This design comes from an exercise in tuning for small area and a short achievable clock period on the open sky130 flow, not from production work.
The RTL was checked by simulation tests, not by an equivalence proof against the original design.

==> flow/design.v (excerpt) <==
module DSP(
input clk,
input rst,
input [15:0] dout,
output G2,
output [15:0] o
    );
clock: 16.0 ns
lec_check: 0
cap_margin: 20
core_margin: 2
core_utilization: 40
slew_margin: 20
standard.sh (not shown) runs the stock make flow with config.mk's settings and CLKGATE_MAP_FILE= SYNTH_SCRIPT=/design/flow/synth_recipe.tcl, a recipe that flattens the netlist after the stock synthesis.
==> flow/flow/run.sh <==
#!/bin/bash
# Standard layout (bash standard.sh: the standard flow's own synthesis and ORFS steps), with
# three changes:
# - the port buffers are buf_2 cells instead of the default choice
#   (clkdlybuf4s50_1, a delay cell); every port is still buffered;
# - timing repair aims for 12.0 ns of setup slack at the design's clock period,
#   so the resizer speeds up the critical paths instead of stopping once the
#   16 ns period is met;
# - clock tree synthesis uses a sky130_fd_sc_hd__clkbuf_16 root buffer, sky130_fd_sc_hd__clkbuf_8 buffers below it,
#   and inserts no dummy loads.
# The full output of the layout goes to standard.log.
set -euo pipefail
export BUFFER_PORTS_ARGS="-buffer_cell sky130_fd_sc_hd__buf_2"
export SETUP_SLACK_MARGIN=12.0
export CTS_ARGS="-sink_clustering_enable -repair_clock_nets -root_buf sky130_fd_sc_hd__clkbuf_16 -buf_list {sky130_fd_sc_hd__clkbuf_8} -dont_use_dummy_load"
bash standard.sh > standard.log 2>&1
The starting point completed with no timing, DRC or antenna violations.
Change:
==> flow/flow/run.sh (replaced) <==
#!/bin/bash
# Standard layout (bash standard.sh: the standard flow's own synthesis and ORFS steps), with
# three changes:
# - the port buffers are buf_2 cells instead of the default choice
#   (clkdlybuf4s50_1, a delay cell); every port is still buffered;
# - timing repair aims for 11.9 ns of setup slack at the design's clock period,
#   so the resizer speeds up the critical paths instead of stopping once the
#   16 ns period is met;
# - clock tree synthesis uses a sky130_fd_sc_hd__clkbuf_16 root buffer, sky130_fd_sc_hd__clkbuf_4 sky130_fd_sc_hd__clkbuf_8 buffers below it,
#   and inserts no dummy loads.
# The full output of the layout goes to standard.log.
set -euo pipefail
export BUFFER_PORTS_ARGS="-buffer_cell sky130_fd_sc_hd__buf_2"
export SETUP_SLACK_MARGIN=11.9
export CTS_ARGS="-sink_clustering_enable -repair_clock_nets -root_buf sky130_fd_sc_hd__clkbuf_16 -buf_list {sky130_fd_sc_hd__clkbuf_4 sky130_fd_sc_hd__clkbuf_8} -dont_use_dummy_load"
bash standard.sh > standard.log 2>&1
Effect: The new run completed without violations; wire length fell by 1.7%; synthesized cell count is unchanged; final area falls by 2.9%; sequential share of layout area goes up by 1.4 points; setup slack is worse by 0.057 ns; hold slack improves by 0.0063 ns.

========
Another version of the RTL of DSP (not shown whole).
For scale: about 520 cells after synthesis, ~35 I/O pins, ~6000 um2 of cells after synthesis.
clock: 16.0 ns
lec_check: 0
cap_margin: 20
core_margin: 2
core_utilization: 40
cts_buf_list: sky130_fd_sc_hd__clkbuf_4 sky130_fd_sc_hd__clkbuf_8
cts_cluster_size: 30
slew_margin: 20
==> flow/flow/run.sh <==
#!/bin/bash
# Standard layout (bash standard.sh: the standard flow's own synthesis and ORFS steps), with
# two changes:
# - the port buffers are buf_2 cells instead of the default choice
#   (clkdlybuf4s50_1, a delay cell); every port is still buffered;
# - timing repair aims for 11.7 ns of setup slack at the design's clock period,
#   so the resizer speeds up the critical paths instead of stopping once the
#   16 ns period is met.
# The full output of the layout goes to standard.log.
set -euo pipefail
export BUFFER_PORTS_ARGS="-buffer_cell sky130_fd_sc_hd__buf_2"
export SETUP_SLACK_MARGIN=11.7
bash standard.sh > standard.log 2>&1
Edit:
--- a/flow/flow/run.sh
+++ b/flow/flow/run.sh
@@ -12,0 +13 @@
+export CTS_ARGS="-sink_clustering_enable -repair_clock_nets -buf_list {sky130_fd_sc_hd__clkbuf_4 sky130_fd_sc_hd__clkbuf_8} -dont_use_dummy_load"
--- a/flow/config.mk
+++ b/flow/config.mk
@@ -12 +11,0 @@
-export CTS_CLUSTER_SIZE = 30
Result:
- fmax is about the same
- core utilization goes down by 0.79 points
- routed wire length hardly moves
- setup slack got worse by 12 ps
- design area went down slightly
- area after synthesis is unchanged
- die area does not change
Edit:
--- a/flow/flow/run.sh
+++ b/flow/flow/run.sh
@@ -3 +3 @@
-# two changes:
+# three changes:
@@ -6 +6 @@
-# - timing repair aims for 11.7 ns of setup slack at the design's clock period,
+# - timing repair aims for 11.8 ns of setup slack at the design's clock period,
@@ -8 +8,3 @@
-#   16 ns period is met.
+#   16 ns period is met;
+# - clock tree synthesis uses a sky130_fd_sc_hd__clkbuf_16 root buffer, sky130_fd_sc_hd__clkbuf_8 buffers below it,
+#   and inserts no dummy loads.
@@ -12,2 +14,2 @@
-export SETUP_SLACK_MARGIN=11.7
-export CTS_ARGS="-sink_clustering_enable -repair_clock_nets -buf_list {sky130_fd_sc_hd__clkbuf_4 sky130_fd_sc_hd__clkbuf_8} -dont_use_dummy_load"
+export SETUP_SLACK_MARGIN=11.8
+export CTS_ARGS="-sink_clustering_enable -repair_clock_nets -root_buf sky130_fd_sc_hd__clkbuf_16 -buf_list {sky130_fd_sc_hd__clkbuf_8} -dont_use_dummy_load"
--- a/flow/config.mk
+++ b/flow/config.mk
@@ -11 +10,0 @@
-export CTS_BUF_LIST = sky130_fd_sc_hd__clkbuf_4 sky130_fd_sc_hd__clkbuf_8
Effect: First-iteration DRC count decreases by 5.0%. Non-clock buffer count drops by 2. Critical path depth does not change. Maximum frequency is about the same.

========
exp/violet:
Starting RTL as in the previous note.
==> flow/design.v (excerpt) <==
module DSP(
input clk,
input rst,
input [15:0] dout,
output G2,
output [15:0] o
    );
reg [15:0] d0, d1, d2, d3, d4, d5, d6, d7;  
reg [18:0] sb;                              
reg [2:0]  co;                               
reg [3:0]  c;                               
reg [9:0]  q;                               
wire        old_ok = c[3];                  
wire [15:0] nd7    = ~(d7 & {16{old_ok}});    
wire [15:0] y;
wire rc1;
wire [5:0] ri1;
wire rc2;
wire [3:0] ri2;
wire rc3;
wire [2:0] rit;
wire [18:0] r;
wire ap_g0;
wire ap_p0;
wire ap_g1;
wire ap_p1;
wire ap_g2;
wire ap_p2;
wire ap_g3;
wire ap_p3;
wire ap_g4;
wire ap_p4;
wire ap_g5;
wire ap_p5;
wire ap_g6;
wire ap_p6;
wire ap_g7;
wire ap_p7;
wire ap_g8;
wire ap_p8;
wire ap_g9;
wire ap_p9;
wire ap_g10;
wire ap_p10;
wire ap_g11;
wire ap_p11;
wire ap_g12;
wire ap_p12;
wire ap_g13;
wire ap_p13;
wire ap_g14;
wire ap_p14;
wire ap_g15;
wire ap_p15;
wire ap_g16;
wire ap_p16;
  ...
export LEC_CHECK = 0
export CAP_MARGIN = 20
export CORE_MARGIN = 2
export CORE_UTILIZATION = 40
export CTS_BUF_LIST = sky130_fd_sc_hd__clkbuf_4 sky130_fd_sc_hd__clkbuf_8
export SLEW_MARGIN = 20
create_clock -name core_clock -period 16.0 [get_ports {clk}]
==> flow/flow/run.sh <==
#!/bin/bash
# Standard layout (bash standard.sh: the standard flow's own synthesis and ORFS steps), with
# two changes:
# - the port buffers are buf_2 cells instead of the default choice
#   (clkdlybuf4s50_1, a delay cell); every port is still buffered;
# - timing repair aims for 11.7 ns of setup slack at the design's clock period,
#   so the resizer speeds up the critical paths instead of stopping once the
#   16 ns period is met.
# The full output of the layout goes to standard.log.
set -euo pipefail
export BUFFER_PORTS_ARGS="-buffer_cell sky130_fd_sc_hd__buf_2"
export SETUP_SLACK_MARGIN=11.7
export CTS_ARGS="-sink_clustering_enable -repair_clock_nets -buf_list {sky130_fd_sc_hd__clkbuf_4 sky130_fd_sc_hd__clkbuf_8} -dont_use_dummy_load -sink_clustering_size 30 -sink_buffer_max_cap_derate 0.5"
bash standard.sh > standard.log 2>&1
> inputs changed (exp/violet -> exp/zinc)
diff --git a/flow/flow/run.sh b/flow/flow/run.sh
--- a/flow/flow/run.sh
+++ b/flow/flow/run.sh
@@ -13 +12,0 @@
-export CTS_ARGS="-sink_clustering_enable -repair_clock_nets -buf_list {sky130_fd_sc_hd__clkbuf_4 sky130_fd_sc_hd__clkbuf_8} -dont_use_dummy_load -sink_clustering_size 30 -sink_buffer_max_cap_derate 0.5"
Findings:
Delta (exp/zinc minus exp/violet): core utilization saw an increase. When the final numbers for exp/violet and exp/zinc were put side by side, the area growth from synthesis to layout turned out to be greater in exp/zinc. First element of the critical path: dout[0] -> exp/zinc, q[5] -> exp/violet. Going from exp/violet to exp/zinc, the least setup slack across all paths after layout was found to have gone up by 0.036 ns.

-- static timing again, ports no longer ideal --
The flow's constraints put no driver on any port. The routed layouts listed below were extracted and timed again, unchanged, in two steps.
Step 1: set_driving_cell puts a clkbuf_16 on clk and a buf_2 on each other input, an assumption about the parent block.
Step 2 also shifts input and output timing later by t, the mid clock arrival at the registers, as if the neighbouring blocks saw the same clock.
a / b / c = ideal / step 1 / step 2; a / b = the first two.
| run | t, ns | setup WS [ns] | clock arrival spread, ns |
|---|---|---|---|
| the first run of note 1 | 0.396 | 12.014 / 11.974 / 11.632 | 0.028 / 0.028 |
| the second run of note 1 | 0.395 | 11.957 / 11.966 / 11.581 | 0.024 / 0.023 |
| the first run of note 2 | 0.477 | 11.815 / 11.831 / 11.354 | 0.012 / 0.012 |
| the second run of note 2 | 0.471 | 11.802 / 11.819 / 11.349 | 0.018 / 0.019 |
| the third run of note 2 | 0.398 | 11.802 / 11.802 / 11.404 | 0.032 / 0.032 |
| exp/violet | 0.609 | 11.779 / 11.745 / 11.349 | 0.019 / 0.019 |
| exp/zinc | 0.477 | 11.815 / 11.831 / 11.354 | 0.012 / 0.012 |
After both steps setup and hold are still met in every run listed.
